Background: an optimization exercise with open tools, aiming at a short achievable clock period. Do not read the settings as production practice.
Only simulation tests tie the RTL to the original design; equivalence was not proved.
No activity file was given, so power comes from the tool's default toggle rates.

===== flow/config.mk =====
export PLATFORM = sky130hd
export DESIGN_NAME = R_triadic
export DESIGN_NICKNAME = R_triadic
export VERILOG_FILES = /design/flow/design.v
export SDC_FILE = /design/flow/constraint.sdc
export NUM_CORES = 4
export LEC_CHECK = 0
export ABC_CLOCK_PERIOD_IN_PS = 4000
export CAP_MARGIN = 40
export CELL_PAD_IN_SITES_DETAIL_PLACEMENT = 1
export CELL_PAD_IN_SITES_GLOBAL_PLACEMENT = 1
export CORE_MARGIN = 2
export CORE_UTILIZATION = 30
export PLACE_DENSITY = 0.45
export SETUP_SLACK_MARGIN = 5
export SLEW_MARGIN = 40
export SYNTH_HIERARCHICAL = 1

===== flow/constraint.sdc =====
create_clock -name core_clock -period 9.0 [get_ports {clk}]
set_input_delay 1.8000 -clock core_clock [delete_from_list [all_inputs] [get_ports {clk}]]
set_output_delay 1.8000 -clock core_clock [all_outputs]
set_load 0.01 [all_outputs]

===== flow/run.sh =====
#!/bin/bash
# synth_recipe.tcl (not shown) runs the flow's synth.tcl, then flattens the netlist and writes it again
# the make line also repeats each setting of config.mk as NAME=value (left out here)
make -C /OpenROAD-flow-scripts/flow DESIGN_CONFIG=/design/flow/config.mk WORK_HOME=/design/flow/orfs CLKGATE_MAP_FILE= SYNTH_SCRIPT=/design/flow/synth_recipe.tcl finish

===== flow/design.v =====
`timescale 1ns / 1ps
module KSPre(a, b, cin, p, G, P);
parameter N = 32;
parameter LV = 3;
input [N-1:0] a, b;
input cin;
output [N-1:0] p;
output [N:0] G, P;
assign p = a ^ b;
wire [N:0] g [0:LV];
wire [N:0] q [0:LV];
assign g[0] = {a & b, cin};
assign q[0] = {p, 1'b0};
genvar k, i;
generate
    for (k = 0; k < LV; k = k + 1) begin : g_lvl
        for (i = 0; i <= N; i = i + 1) begin : g_pos
            if (i >= (1 << k)) begin : g_cmb
                assign g[k+1][i] = g[k][i] | (q[k][i] & g[k][i - (1 << k)]);
                assign q[k+1][i] = q[k][i] & q[k][i - (1 << k)];
            end else begin : g_cpy
                assign g[k+1][i] = g[k][i];
                assign q[k+1][i] = q[k][i];
            end
        end
    end
endgenerate
assign G = g[LV];
assign P = q[LV];
endmodule
module KSPost(p, G, P, s, co);
parameter N = 32;
parameter LV = 3;    
parameter L = 6;     
input [N-1:0] p;
input [N:0] G, P;
output [N-1:0] s;
output co;
wire [N:0] g [LV:L];
wire [N:0] q [LV:L];
assign g[LV] = G;
assign q[LV] = P;
genvar k, i;
generate
    for (k = LV; k < L; k = k + 1) begin : g_lvl
        for (i = 0; i <= N; i = i + 1) begin : g_pos
            if (i >= (1 << k)) begin : g_cmb
                assign g[k+1][i] = g[k][i] | (q[k][i] & g[k][i - (1 << k)]);
                assign q[k+1][i] = q[k][i] & q[k][i - (1 << k)];
            end else begin : g_cpy
                assign g[k+1][i] = g[k][i];
                assign q[k+1][i] = q[k][i];
            end
        end
    end
endgenerate
assign s = p ^ g[L][N-1:0];
assign co = g[L][N];
endmodule
module KSCo(G, P, co);
parameter N = 32;
parameter LV = 3;
parameter L = 6;
input [N:0] G, P;
output co;
wire [N:0] g [LV:L];
wire [N:0] q [LV:L];
assign g[LV] = G;
assign q[LV] = P;
genvar k, i;
generate
    for (k = LV; k < L; k = k + 1) begin : g_lvl
        for (i = 0; i <= N; i = i + 1) begin : g_pos
            if (i >= (1 << k)) begin : g_cmb
                assign g[k+1][i] = g[k][i] | (q[k][i] & g[k][i - (1 << k)]);
                assign q[k+1][i] = q[k][i] & q[k][i - (1 << k)];
            end else begin : g_cpy
                assign g[k+1][i] = g[k][i];
                assign q[k+1][i] = q[k][i];
            end
        end
    end
endgenerate
assign co = g[L][N];
endmodule
module OpSel(sa, sb, Yf, a_cur, na_l2, na_l3, b_cur, b_l2, A, B);
input [3:0] sa;      
input [2:0] sb;      
input [31:0] Yf, a_cur, na_l2, na_l3, b_cur, b_l2;
output [31:0] A, B;
wire [31:0] ta0, ta1, ta2, ta3, tb0, tb1, tb2;
GND2 #(32) u_ta0(.a({32{sa[0]}}), .b(Yf), .y(ta0));
GND2 #(32) u_ta1(.a({32{sa[1]}}), .b(a_cur), .y(ta1));
GORNB #(32) u_ta2(.a(na_l2), .b({32{sa[2]}}), .y(ta2));
GORNB #(32) u_ta3(.a(na_l3), .b({32{sa[3]}}), .y(ta3));
GND4 #(32) u_a(.a(ta0), .b(ta1), .c(ta2), .d(ta3), .y(A));
GND2 #(32) u_tb0(.a({32{sb[0]}}), .b(Yf), .y(tb0));
GND2 #(32) u_tb1(.a({32{sb[1]}}), .b(b_cur), .y(tb1));
GND2 #(32) u_tb2(.a({32{sb[2]}}), .b(b_l2), .y(tb2));
GND3 #(32) u_b(.a(tb0), .b(tb1), .c(tb2), .y(B));
endmodule
module ALU(a_cur, na_l2, na_l3, b_cur, b_l2, Yf, sa, sb, big_cur, big_l2, ALU_ctrl, kill,
           yc, pa, Ga, Pa, ps, Gs, Ps, Gr, Pr, s_add, s_sub,
           shl, shr, sl0, sl1, sr0, sr1, kc, su, sn, o16, o17);
input [31:0] a_cur, na_l2, na_l3, b_cur, b_l2, Yf;    
input big_cur, big_l2;
input [3:0] sa;      
input [2:0] sb;      
input [5:0] ALU_ctrl;
input kill;
output [31:0] yc;
output [31:0] pa, ps;
output [32:0] Ga, Pa, Gs, Ps, Gr, Pr;
output s_add, s_sub;
output [31:0] shl, shr;
output sl0, sl1, sr0, sr1;
output kc, su, sn, o16, o17;
wire [31:0] A, B, Ax, Bx;
OpSel u_opa(.sa(sa), .sb(sb), .Yf(Yf), .a_cur(a_cur), .na_l2(na_l2), .na_l3(na_l3),
            .b_cur(b_cur), .b_l2(b_l2), .A(Ax), .B(Bx));
OpSel u_opb(.sa(sa), .sb(sb), .Yf(Yf), .a_cur(a_cur), .na_l2(na_l2), .na_l3(na_l3),
            .b_cur(b_cur), .b_l2(b_l2), .A(A), .B(B));
wire [18:0] o;
genvar n;
generate
    for (n = 0; n < 19; n = n + 1) begin : g_dec
        assign o[n] = ~kill & (ALU_ctrl == n);
    end
endgenerate
KSPre #(32, 3) u_add(.a(Ax), .b(Bx), .cin(1'b0), .p(pa), .G(Ga), .P(Pa));
KSPre #(32, 3) u_sub(.a(Ax), .b(~Bx), .cin(1'b1), .p(ps), .G(Gs), .P(Ps));
wire [31:0] pr;
KSPre #(32, 3) u_rev(.a(Bx), .b(~Ax), .cin(1'b1), .p(pr), .G(Gr), .P(Pr));
assign s_add = o[1];
assign s_sub = o[2];
assign yc = {32{o[3]}} & (A & B)
          | {32{o[4]}} & (A | B)
          | {32{o[5]}} & (A ^ B)
          | {32{o[9]}} & {A[30:0], A[31]}
          | {32{o[10]}} & {A[0], A[31:1]}
          | {32{o[14]}} & 32'hFFFFFFFE;
wire sd = A[31] ^ B[31];
assign su = o[11] | o[15] | (o[12] & ~sd);
assign sn = o[14] | o[18] | (o[13] & ~sd);
assign kc = (o[12] & sd & B[31]) | (o[13] & sd & ~B[31]);
assign o16 = o[16];
assign o17 = o[17];
wire [2:0] bigc = {big_l2, big_cur, |Yf[31:5]};
wire big = |(sb & bigc);
assign shl = A << B[3:0];
assign shr = A >> B[3:0];
assign sl0 = o[6] & ~big & ~B[4];
assign sl1 = o[6] & ~big & B[4];
assign sr0 = (o[7] | o[8]) & ~big & ~B[4];
assign sr1 = (o[7] | o[8]) & ~big & B[4];
endmodule
module ALU_fin(yc, pa, Ga, Pa, ps, Gs, Ps, Gr, Pr, s_add, s_sub,
               shl, shr, sl0, sl1, sr0, sr1, kc, su, sn, o16, o17, Y);
input [31:0] yc;
input [31:0] pa, ps;
input [32:0] Ga, Pa, Gs, Ps, Gr, Pr;
input s_add, s_sub;
input [31:0] shl, shr;
input sl0, sl1, sr0, sr1;
input kc, su, sn, o16, o17;
output [31:0] Y;
wire [31:0] sum, dif;
wire co_add, ge;
KSPost #(32, 3, 6) u_add(.p(pa), .G(Ga), .P(Pa), .s(sum), .co(co_add));
KSPost #(32, 3, 6) u_sub(.p(ps), .G(Gs), .P(Ps), .s(dif), .co(ge));
wire le;
KSCo #(32, 3, 6) u_rev(.G(Gr), .P(Pr), .co(le));
wire cmp = kc | (le ? sn : su) | (ge ? o17 : o16);
wire [31:0] ysh = {32{sl0}} & shl | {32{sl1}} & {shl[15:0], 16'd0}
                | {32{sr0}} & shr | {32{sr1}} & {16'd0, shr[31:16]};
assign Y = yc | ysh | {32{s_add}} & sum | {32{s_sub}} & dif | {31'd0, cmp};
endmodule
`timescale 1ns / 1ps
module Reg_File(sel, data, dout);
parameter N = 32;
parameter W = 32;
parameter INV = 0;
input [N-1:0] sel;
input [N*W-1:0] data;
output [W-1:0] dout;
wire [W*N/2-1:0] t1;
genvar i;
generate
    for (i = 0; i < N / 2; i = i + 1) begin : g_t1
        GA22OI #(W) u(.a({W{sel[2*i]}}), .b(data[W*(2*i) +: W]),
                      .c({W{sel[2*i+1]}}), .d(data[W*(2*i+1) +: W]), .y(t1[W*i +: W]));
    end
    if (N == 32) begin : g_n32
        wire [4*W-1:0] t2;
        for (i = 0; i < 4; i = i + 1) begin : g_t2
            GND4 #(W) u(.a(t1[W*(4*i) +: W]), .b(t1[W*(4*i+1) +: W]),
                        .c(t1[W*(4*i+2) +: W]), .d(t1[W*(4*i+3) +: W]), .y(t2[W*i +: W]));
        end
        if (INV) begin : g_inv
            GNR4 #(W) u(.a(t2[0 +: W]), .b(t2[W +: W]), .c(t2[2*W +: W]), .d(t2[3*W +: W]), .y(dout));
        end else begin : g_true
            wire [2*W-1:0] t3;
            GNR2 #(W) u0(.a(t2[0 +: W]), .b(t2[W +: W]), .y(t3[0 +: W]));
            GNR2 #(W) u1(.a(t2[2*W +: W]), .b(t2[3*W +: W]), .y(t3[W +: W]));
            GND2 #(W) u2(.a(t3[0 +: W]), .b(t3[W +: W]), .y(dout));
        end
    end else if (N == 8) begin : g_n8
        if (INV) begin : g_inv
            wire [2*W-1:0] t2;
            GND2 #(W) u0(.a(t1[0 +: W]), .b(t1[W +: W]), .y(t2[0 +: W]));
            GND2 #(W) u1(.a(t1[2*W +: W]), .b(t1[3*W +: W]), .y(t2[W +: W]));
            GNR2 #(W) u2(.a(t2[0 +: W]), .b(t2[W +: W]), .y(dout));
        end else begin : g_true
            GND4 #(W) u(.a(t1[0 +: W]), .b(t1[W +: W]), .c(t1[2*W +: W]), .d(t1[3*W +: W]), .y(dout));
        end
    end else begin : g_n4
        if (INV) begin : g_inv
            GAN2 #(W) u(.a(t1[0 +: W]), .b(t1[W +: W]), .y(dout));
        end else begin : g_true
            GND2 #(W) u(.a(t1[0 +: W]), .b(t1[W +: W]), .y(dout));
        end
    end
endgenerate
endmodule
module GA22OI(a, b, c, d, y);
parameter W = 32;
input [W-1:0] a, b, c, d;
output [W-1:0] y;
assign y = ~((a & b) | (c & d));
endmodule
module GND2(a, b, y);
parameter W = 32;
input [W-1:0] a, b;
output [W-1:0] y;
assign y = ~(a & b);
endmodule
module GND3(a, b, c, y);
parameter W = 32;
input [W-1:0] a, b, c;
output [W-1:0] y;
assign y = ~(a & b & c);
endmodule
module GND4(a, b, c, d, y);
parameter W = 32;
input [W-1:0] a, b, c, d;
output [W-1:0] y;
assign y = ~(a & b & c & d);
endmodule
module GNR2(a, b, y);
parameter W = 32;
input [W-1:0] a, b;
output [W-1:0] y;
assign y = ~(a | b);
endmodule
module GNR4(a, b, c, d, y);
parameter W = 32;
input [W-1:0] a, b, c, d;
output [W-1:0] y;
assign y = ~(a | b | c | d);
endmodule
module GAN2(a, b, y);
parameter W = 32;
input [W-1:0] a, b;
output [W-1:0] y;
assign y = a & b;
endmodule
module GORNB(a, b, y);
parameter W = 32;
input [W-1:0] a, b;
output [W-1:0] y;
assign y = a | ~b;
endmodule
`timescale 1ns / 1ps
module R_triadic(P, OUT, temp, clk, rst, p5);
input clk, rst, p5;
input [3:0] P;
input [7:0] temp;
output [15:0] OUT;
reg [31:0] IR;
reg [31:0] rs1_oh, rs2_oh, rd_oh;
reg [3:0] rs1_hi;    
reg [7:0] rs1_lo;    
reg f_a, f_b, e_a2, e_a3;
reg [31:0] RFile [31:0];
reg [31:0] bigR;
reg [31:0] yc;
reg [31:0] pa, ps;
reg [32:0] Ga, Pa, Gs, Ps;
reg s_add, s_sub;
reg [31:0] shl, shr;
reg sl0, sl1, sr0, sr1;
reg [32:0] Gr, Pr;
reg kc, su, sn, o16, o17;
wire [31:0] Y, Yo;
ALU_fin fin_y(.yc(yc), .pa(pa), .Ga(Ga), .Pa(Pa), .ps(ps), .Gs(Gs), .Ps(Ps),
              .s_add(s_add), .s_sub(s_sub),
              .shl(shl), .shr(shr), .sl0(sl0), .sl1(sl1), .sr0(sr0), .sr1(sr1),
              .Gr(Gr), .Pr(Pr), .kc(kc), .su(su), .sn(sn), .o16(o16), .o17(o17), .Y(Y));
ALU_fin fin_o(.yc(yc), .pa(pa), .Ga(Ga), .Pa(Pa), .ps(ps), .Gs(Gs), .Ps(Ps),
              .s_add(s_add), .s_sub(s_sub),
              .shl(shl), .shr(shr), .sl0(sl0), .sl1(sl1), .sr0(sr0), .sr1(sr1),
              .Gr(Gr), .Pr(Pr), .kc(kc), .su(su), .sn(sn), .o16(o16), .o17(o17), .Y(Yo));
wire [15:0] o_lo, o_hi;
GND2 #(16) u_olo(.a({16{p5}}), .b(Yo[15:0]), .y(o_lo));      
GORNB #(16) u_ohi(.a({16{p5}}), .b(Yo[31:16]), .y(o_hi));    
GND2 #(16) u_out(.a(o_lo), .b(o_hi), .y(OUT));
reg [31:0] IR_n;
always @* begin
    IR_n = IR;
    if (rst)
        IR_n = 32'd0;
    else if (P[0])
        IR_n[7:0] = temp;
    else if (P[1])
        IR_n[15:8] = temp;
    else if (P[2])
        IR_n[23:16] = temp;
    else if (P[3])
        IR_n[31:24] = temp;
end
wire [1023:0] Rc;
genvar j;
generate
    for (j = 0; j < 32; j = j + 1) begin : g_rf
        assign Rc[32*j +: 32] = RFile[j];
        always @(posedge clk) begin
            if (rst)
                RFile[j] <= j;
            else if (rd_oh[j])
                RFile[j] <= Y;
        end
        always @(posedge clk) begin
            if (rst)
                bigR[j] <= 1'b0;
            else if (rd_oh[j])
                bigR[j] <= |Y[31:5];
        end
    end
endgenerate
wire ld2 = ~P[0] & ~P[1] & P[2];
wire ld3 = ~P[0] & ~P[1] & ~P[2] & P[3];
wire ldn = ~ld2 & ~ld3;
wire [31:0] t32 = 32'd1 << temp[4:0];
wire [7:0] t8 = 8'd1 << temp[7:5];
wire [3:0] t4 = 4'd1 << temp[1:0];
wire [31:0] a_cur, b_cur, b_l2, na_l2, na_l3;
Reg_File #(32, 32, 0) rd_a(.sel(rs1_oh), .data(Rc), .dout(a_cur));
Reg_File #(32, 32, 0) rd_b(.sel(rs2_oh), .data(Rc), .dout(b_cur));
Reg_File #(32, 32, 0) rd_bl(.sel(t32), .data(Rc), .dout(b_l2));
wire [255:0] a8;
wire [127:0] a4;
genvar k;
generate
    for (k = 0; k < 8; k = k + 1) begin : g_a8
        Reg_File #(4, 32, 0) rd(.sel(rs1_hi),
            .data({Rc[32*(24+k) +: 32], Rc[32*(16+k) +: 32], Rc[32*(8+k) +: 32], Rc[32*k +: 32]}),
            .dout(a8[32*k +: 32]));
    end
    for (k = 0; k < 4; k = k + 1) begin : g_a4
        Reg_File #(8, 32, 0) rd(.sel(rs1_lo), .data(Rc[256*k +: 256]), .dout(a4[32*k +: 32]));
    end
endgenerate
Reg_File #(8, 32, 1) rd_al2(.sel(t8), .data(a8), .dout(na_l2));
Reg_File #(4, 32, 1) rd_al3(.sel(t4), .data(a4), .dout(na_l3));
wire big_cur = |(rs2_oh & bigR);
wire big_l2 = |(t32 & bigR);
wire fwd_a = ldn & f_a | ld2 & e_a2 & (temp[7:5] == IR[13:11])
           | ld3 & e_a3 & (temp[1:0] == IR[15:14]);
wire fwd_b = ~ld2 & f_b | ld2 & (temp[4:0] == IR[15:11]);
wire [5:0] op_n = P[0] ? temp[5:0] : IR[5:0];
wire [31:0] yc_n, shl_n, shr_n, pa_n, ps_n;
wire [32:0] Ga_n, Pa_n, Gs_n, Ps_n;
wire [32:0] Gr_n, Pr_n;
wire s_add_n, s_sub_n, sl0_n, sl1_n, sr0_n, sr1_n, kc_n, su_n, sn_n, o16_n, o17_n;
ALU Alu(.a_cur(a_cur), .na_l2(na_l2), .na_l3(na_l3), .b_cur(b_cur), .b_l2(b_l2), .Yf(Y),
        .sa({ld3 & ~fwd_a, ld2 & ~fwd_a, ldn & ~fwd_a, fwd_a}),
        .sb({ld2 & ~fwd_b, ~ld2 & ~fwd_b, fwd_b}), .big_cur(big_cur), .big_l2(big_l2), .ALU_ctrl(op_n), .kill(rst),
        .yc(yc_n), .pa(pa_n), .Ga(Ga_n), .Pa(Pa_n), .ps(ps_n), .Gs(Gs_n), .Ps(Ps_n),
        .s_add(s_add_n), .s_sub(s_sub_n),
        .shl(shl_n), .shr(shr_n), .sl0(sl0_n), .sl1(sl1_n), .sr0(sr0_n), .sr1(sr1_n),
        .Gr(Gr_n), .Pr(Pr_n), .kc(kc_n), .su(su_n), .sn(sn_n), .o16(o16_n), .o17(o17_n));
generate
    for (j = 0; j < 32; j = j + 1) begin : g_oh
        always @(posedge clk) begin
            rd_oh[j] <= (IR_n[15:11] == j);
            rs1_oh[j] <= (IR_n[25:21] == j);
            rs2_oh[j] <= (IR_n[20:16] == j);
        end
    end
endgenerate
always @(posedge clk) begin
    IR <= IR_n;
    rs1_hi <= 4'd1 << IR_n[25:24];
    rs1_lo <= 8'd1 << IR_n[23:21];
    f_a <= (IR_n[25:21] == IR_n[15:11]);
    f_b <= (IR_n[20:16] == IR_n[15:11]);
    e_a2 <= (IR_n[25:24] == IR_n[15:14]);
    e_a3 <= (IR_n[23:21] == IR_n[13:11]);
    yc <= yc_n;
    pa <= pa_n;
    Ga <= Ga_n;
    Pa <= Pa_n;
    ps <= ps_n;
    Gs <= Gs_n;
    Ps <= Ps_n;
    s_add <= s_add_n;
    s_sub <= s_sub_n;
    shl <= shl_n;
    shr <= shr_n;
    sl0 <= sl0_n;
    sl1 <= sl1_n;
    sr0 <= sr0_n;
    sr1 <= sr1_n;
    Gr <= Gr_n;
    Pr <= Pr_n;
    kc <= kc_n;
    su <= su_n;
    sn <= sn_n;
    o16 <= o16_n;
    o17 <= o17_n;
end
endmodule

==> summary.txt, run 1 <==
Pwr
  – Total power: slightly above 20 mW
  – Clk network pwr share: 0.413
  – Comb pwr share: 0.236
  – Peak VDD IR: approximately 140 uV
  – Sw Pwr: between 7 and 8 mW
  – P per Cell Area: between 150 and 200 nW/um^2
  – Switching share of total power: 0.352
  – Pleak: 44.1 nW
  – Flop pwr share: 0.351
  – Cell Int Power: roughly 13 mW

Critical path
  – Setup crit start kind: register
  – Crit path kind: register to output port
  – CP Max Fanout: 2
  – Crit path DAT: ~3000 ps
  – Endpoint class of the critical path: output port
  – CP required: ~7200 ps

Finish
  – Final cell count without fillers: 16,500
  – Share of layout cells above drive strength 1: 0.464
  – Reg with most FFs: RFile
  – Max reg flops: 1,024
  – NumNets Final: 11,900
  – Synth-to-Final Area Change: 31.5%
  – Biggest regs: RFile x1024, Gs x33

Job
  – Max cap viols: 0

Route
  – WL final: between 800 and 900 mm
  – Routed vias: between 100k and 150k
  – DR WL/cell: between 50 and 60 microns
  – Initial DRC count: approximately 16,000
  – Pre-antenna DRT Iters: 9
  – DRT antenna net count: 0
  – Via density per instance: a little under 7
  – DRC Markers: 0

STA
  – Worst clock skew: 92.9 ps
  – Worst-margin pin slew: 1030 ps
  – Setup WS post-layout: approximately 4200 ps
  – Tmin final: between 4000 and 5000 ps
  – Period utilization: 0.533
  – Fmax: about 210 MHz
  – Final Max Tran Viols: 0
  – Hold Worst Slack: 517 ps
  – RSZ-0062 raised after global routing: yes
  – Endpoints failing hold: 0
  – Slew headroom: 0.311
  – Final setup viols: 0
  – Setup TNS: 0 ps

CTS
  – TritonCTS Buffers: between 150 and 200
  – Root Driver: clkbuf_16
  – Clock Latency Late Sink: between 1000 and 1500 ps
  – Max Root-Sink Buffers: 4
  – CTS Hold Bufs: 0
  – CTS tree: built
  – Clock-pin slew on the worst setup and hold paths: ~70 ps
  – CTS Sinks: roughly 1,500
  – H-tree depth: 4

Die
  – Num ports: 31
  – Full die area: around 350,000 sq um
  – Core area: 346,000 sq um
  – Die span in y: between 500 and 600 microns
  – Initial core utilization: 0.302
  – # rows: 216
  – Die width: approximately 590 microns

Placed design
  – GP Congestion: around 1
  – Place WS: between 1500 and 2000 ps
  – Port-buffer cells: 30
  – Dpl hpwl: 546 mm
  – Placed Cells: 15,400

Logic synthesis
  – Average cell area after synthesis: 9.64 sq um
  – Mapped cell area: approximately 100,000 sq um
  – Yosys warns: 11
  – Post-Syn Instances: roughly 11,000

Run status
  – Status: complete, no violations

GRT
  – Number of global-route vias before repair: approximately 110k
  – Pin count of the biggest net entering global routing: between 150 and 200
  – Total track usage: 0.449
  – First-pass GRT wire length: 1080 mm
  – Total grt overflow: 0
  – Initial antenna violation count: 43

Hold path
  – Hold Path Class: register to register
==> worst paths after layout <==
| kind | from | end | cells past startpoint | slack, ps |
|---|---|---|---|---|
| max | Gr[0] | OUT[0] | 8 | 4200 |
| min | bigR[23] | bigR[23] | 2 | 520 |
| min reg2reg | bigR[23] | bigR[23] | 2 | 520 |
| max reg2reg | rs1_lo[5] | shr[7] | 13 | 4620 |
==> area by class of cell <==
type,instances,area (sq um)
Multi-Input combinational cell,8681,78400
Fill cell,37600,209000
Antenna cell,40,100
Inverter,166,764
Sequential cell,1483,30300
Timing Repair inverter,1,8.76
Tap cell,4578,5730
Timing Repair Buffer,1235,15200
Clock buffer,276,5650
Clock inverter,82,1060
==> stage by stage <==
stage,cell area [sq um],utilization
floorplan,106000,-
global placement,114000,0.330
detailed placement,115000,0.332
CTS,132000,0.381
global route,137000,0.396
finish,137000,0.396
==> layer usage <==
metal,vias to the layer above,routed length (microns),GRT usage
met5,-,432,0
met3,2700,101000,0.159
met1,59700,330000,0.568
met2,8612,327000,0.622
li1,44000,-,-
met4,20,75600,0.334
==> critical path: stages (launching register included) <==
cell and delay [ps]:
dfxtp_1 340, a21o_1 120, a21oi_1 60, o21ai_1 590, mux2i_1 420, nand3_1 180
nand2_1 120, nand2_2 70, buf_6 120
==> cell usage in the layout, fill, tap and decap left out, drive strengths merged, types with 155 or more instances in the layout <==
cell type,count
a21oi,220
a22oi,2921
buf,1208
clkbuf,288
dfxtp,1483
ha,161
inv,167
mux2i,1080
nand2,1002
nand2b,155
nand4,644
nor2,1458
==> what timing repair did <==
item | CTS | global route
cloned | 40 | 13
resized for setup | 1227 | 595
pin swaps | 445 | 512
setup endpoints to repair | 315 | 234
setup buffers | 479 | 249
==> power by group through the flow <==
stage	clock network [mW]	logic, mW	registers [mW]
floorplan	0	1.66	7.22
global placement	0	3.35	7.39
detailed placement	0	3.39	7.38
CTS	8.65	4.26	7.24
global route	8.90	4.91	7.28
finish	8.58	4.90	7.28
==> run 2: changes to the inputs <==
--- a/flow/config.mk
+++ b/flow/config.mk
@@ -11,6 +11,6 @@
 export CELL_PAD_IN_SITES_GLOBAL_PLACEMENT = 1
 export CORE_MARGIN = 2
-export CORE_UTILIZATION = 30
-export PLACE_DENSITY = 0.45
+export CORE_UTILIZATION = 40
+export PLACE_DENSITY = 0.55
 export SETUP_SLACK_MARGIN = 5
 export SLEW_MARGIN = 40
==> summary.txt, run 2 <==
Critical path
  – CP Max Fanout: 5 (was 2)
  – CP required: 7200 ps (about the same)
  – Setup crit start kind: register (unchanged)
  – Crit path DAT: 2990 ps (was 3000 ps)
  – CP Cell Sequence: buf_4, a21o_1, a21oi_2, xnor2_1, a22oi_1, nand3_1, nand2b_1, nand2_4, buf_6 (was a21o_1, a21oi_1, o21ai_1, mux2i_1, nand3_1, nand2_1, nand2_2, buf_6)
  – Top cell family by delay on the critical path: XOR/XNOR gates (was compound AO/OA/AOI/OAI gates)
  – WP buf/inv: 2 (was 1)
  – CP max-delay cell: xnor2_1 (was o21ai_1)
  – Crit-path max cell delay: 620 ps (was 590 ps)
  – Crit path kind: register to output port (unchanged)
  – Endpoint class of the critical path: output port (unchanged)

Job
  – Max cap viols: 0 (unchanged)

Finish
  – Biggest regs: RFile x1024, Gs x33 (unchanged)
  – Final instance area: 137,000 sq um (about the same)
  – Commonest non-fill, non-tap cell in the layout: a22oi_2 (unchanged)
  – NumNets Final: 12,000 (was 11,900)
  – Commonest non-fill, non-tap cells in the layout: a22oi_2 (2,779), dfxtp_1 (1,311), nor2_1 (1,310) (was a22oi_2 (2,773), dfxtp_1 (1,301), nor2_1 (1,294))
  – Share of layout cells above drive strength 1: 0.467 (was 0.464)
  – Synth-to-Final Area Change: 30.8% (was 31.5%)
  – Max reg flops: 1,024 (unchanged)
  – Final cell count without fillers: 15,400 (was 16,500)
  – FILL cells: 27,600 (was 37,600)
  – Reg with most FFs: RFile (unchanged)

STA
  – Tmin final: 4790 ps (was 4800 ps)
  – Slew headroom: 0.223 (was 0.311)
  – Setup WS post-layout: 4210 ps (was 4200 ps)
  – Hold Worst Slack: 511 ps (was 517 ps)
  – Worst clock skew: 76.8 ps (was 92.9 ps)
  – Endpoints failing hold: 0 (unchanged)
  – Final Max Tran Viols: 0 (unchanged)
  – Fmax: 209 MHz (was 208 MHz)
  – Period utilization: 0.533 (about the same)
  – Setup TNS: 0 ps (unchanged)
  – Worst-margin pin slew: 1170 ps (was 1030 ps)
  – Final setup viols: 0 (unchanged)
  – RSZ-0062 raised after global routing: yes (unchanged)

GRT
  – Total track usage: 0.559 (was 0.449)
  – Total grt overflow: 0 (unchanged)
  – Initial antenna violation count: 51 (was 43)
  – First-pass GRT wire length: 1020 mm (was 1080 mm)
  – Pin count of the biggest net entering global routing: 144 (was 182)
  – Number of global-route vias before repair: 113,000 (was 110,000)

CTS
  – CTS tree: built (unchanged)
  – Root Driver: clkbuf_16 (unchanged)
  – CTS Hold Bufs: 0 (unchanged)
  – CTS Sinks: 1,483 (unchanged)
  – Clock-pin slew on the worst setup and hold paths: 60 ps (was 70 ps)
  – H-tree depth: 4 (unchanged)
  – Clock Latency Late Sink: 980 ps (was 1010 ps)
  – Max Root-Sink Buffers: 4 (unchanged)
  – TritonCTS Buffers: 194 (was 196)

Route
  – DR WL/cell: 51.2 microns (was 50.5 microns)
  – DRC Markers: 0 (unchanged)
  – Pre-antenna DRT Iters: 10 (was 9)
  – Initial DRC count: 19,300 (was 15,700)
  – Routed vias: 120,000 (was 115,000)
  – Via density per instance: 7.79 (was 6.96)
  – WL final: 789 mm (was 835 mm)
  – DRT antenna net count: 0 (unchanged)

Logic synthesis
  – Post-Syn Instances: 10,800 (unchanged)
  – Average cell area after synthesis: 9.64 sq um (unchanged)
  – Mapped cell area: 104,000 sq um (unchanged)
  – Yosys warns: 11 (unchanged)

Die
  – # rows: 187 (was 216)
  – Die span in y: 515 microns (was 594 microns)
  – Core area: 259,000 sq um (was 346,000 sq um)
  – Full die area: 265,000 sq um (was 353,000 sq um)
  – Num ports: 31 (unchanged)
  – Initial core utilization: 0.402 (was 0.302)
  – Die width: 515 microns (was 594 microns)

Run status
  – Status: complete, no violations (unchanged)

Placed design
  – Place WS: 1920 ps (was 1590 ps)
  – Placed instance area: 113,000 sq um (was 115,000 sq um)
  – Dpl hpwl: 464 mm (was 546 mm)
  – Port-buffer cells: 30 (unchanged)
  – GP Congestion: 1.00 (was 0.984)
  – Placed Cells: 14,100 (was 15,400)

Pwr
  – Peak VDD IR: 179 uV (was 137 uV)
  – Pleak: 44.5 nW (was 44.1 nW)
  – P per Cell Area: 152 nW/um^2 (was 151 nW/um^2)

Hold path
  – Hold Path Class: register to register (unchanged)
[run 2: where the power goes]
part / switching [mW] / internal [mW] / leakage (nW)
combinational: 3.09 / 1.67 / 29.1
sequential: 0.460 / 6.80 / 12.1
clock: 3.50 / 5.18 / 3.33
total: 7.05 / 13.6 / 44.5
[run 2: stage by stage]
step           total power, mW  utilization
2_1_floorplan             8.88            -
3_3_place_gp              10.5        0.432
3_5_place_dp              10.5        0.434
4_1_cts                   19.9        0.503
5_1_grt                   20.9        0.526
6_report                  20.7        0.526
[run 2: layout make-up]
cell class / instances / area, sq um / share of cell area
clock buffer: 261 / 5530 / 0.0405
multi-input combinational: 8683 / 78100 / 0.572
timing repair inverter: 1 / 8.76 / 0.0000641
antenna: 37 / 92.6 / 0.000678
clock inverter: 82 / 1260 / 0.00924
timing repair buffer: 1306 / 16300 / 0.119
sequential: 1483 / 30200 / 0.221
inverter: 166 / 776 / 0.00568
tap: 3402 / 4260 / 0.0312
[run 2: final timing paths]
check | startpoint | end | slack (ps) | cells after the start
max | Gs[0] | OUT[0] | 4210 | 9
min | bigR[12] | bigR[12] | 510 | 2
max reg2reg | rs1_lo[1] | yc[4] | 4540 | 14
min reg2reg | bigR[12] | bigR[12] | 510 | 2
[run 2: per-layer routing]
metal | track usage | wire length [microns] | up-vias
li1 | - | - | 44100
met1 | 0.650 | 281000 | 60100
met2 | 0.733 | 292000 | 11400
met3 | 0.298 | 125000 | 4414
met4 | 0.481 | 89000 | 58
met5 | 0.0396 | 1820 | -
[run 2: tightest hold or removal path, delay by kind of cell, from the launching register on]
family,cells,cell delay (ps)
AO/OA/AOI/OAI,1,50
flip-flops,1,320
AND/OR/NAND/NOR,1,90
[run 2: what timing repair did]
action	CTS	global route
setup endpoints to repair	395	292
cloned	50	21
buffers inserted	543	281
gates resized for setup	1179	659
pin swaps	321	481

-- afterwards: timing with drivers on the ports --
Ports are ideal in the flow. The routed layouts listed here were re-timed in OpenROAD. Step 1 (the two cells are an assumption about what drives the block):
set clk [get_ports {clk}]
set_driving_cell -lib_cell sky130_fd_sc_hd__clkbuf_16 $clk
set_driving_cell -lib_cell sky130_fd_sc_hd__buf_2 [delete_from_list [all_inputs] $clk]
Step 2 times the ports against the registers' clock, not the clock port: input delays grow and output delays shrink by t, the midpoint of the rising clock arrivals with the driver on. Slacks: ideal / step 1 / step 2; pairs: ideal / step 1.
run | shift t [ns] | setup WS [ns] | clock arrival spread, ns | worst data-port slew with drivers (ns)
run 1 | 1.089 | 4.203 / 4.077 / 3.628 | 0.099 / 0.100 | 0.08
run 2 | 1.052 | 4.205 / 4.090 / 3.484 | 0.081 / 0.081 | 0.21
After both steps every run listed still meets setup and hold. For run 2, which loses most, drivers alone change the setup slack by -0.115 ns; drivers and shift together by -0.721 ns.
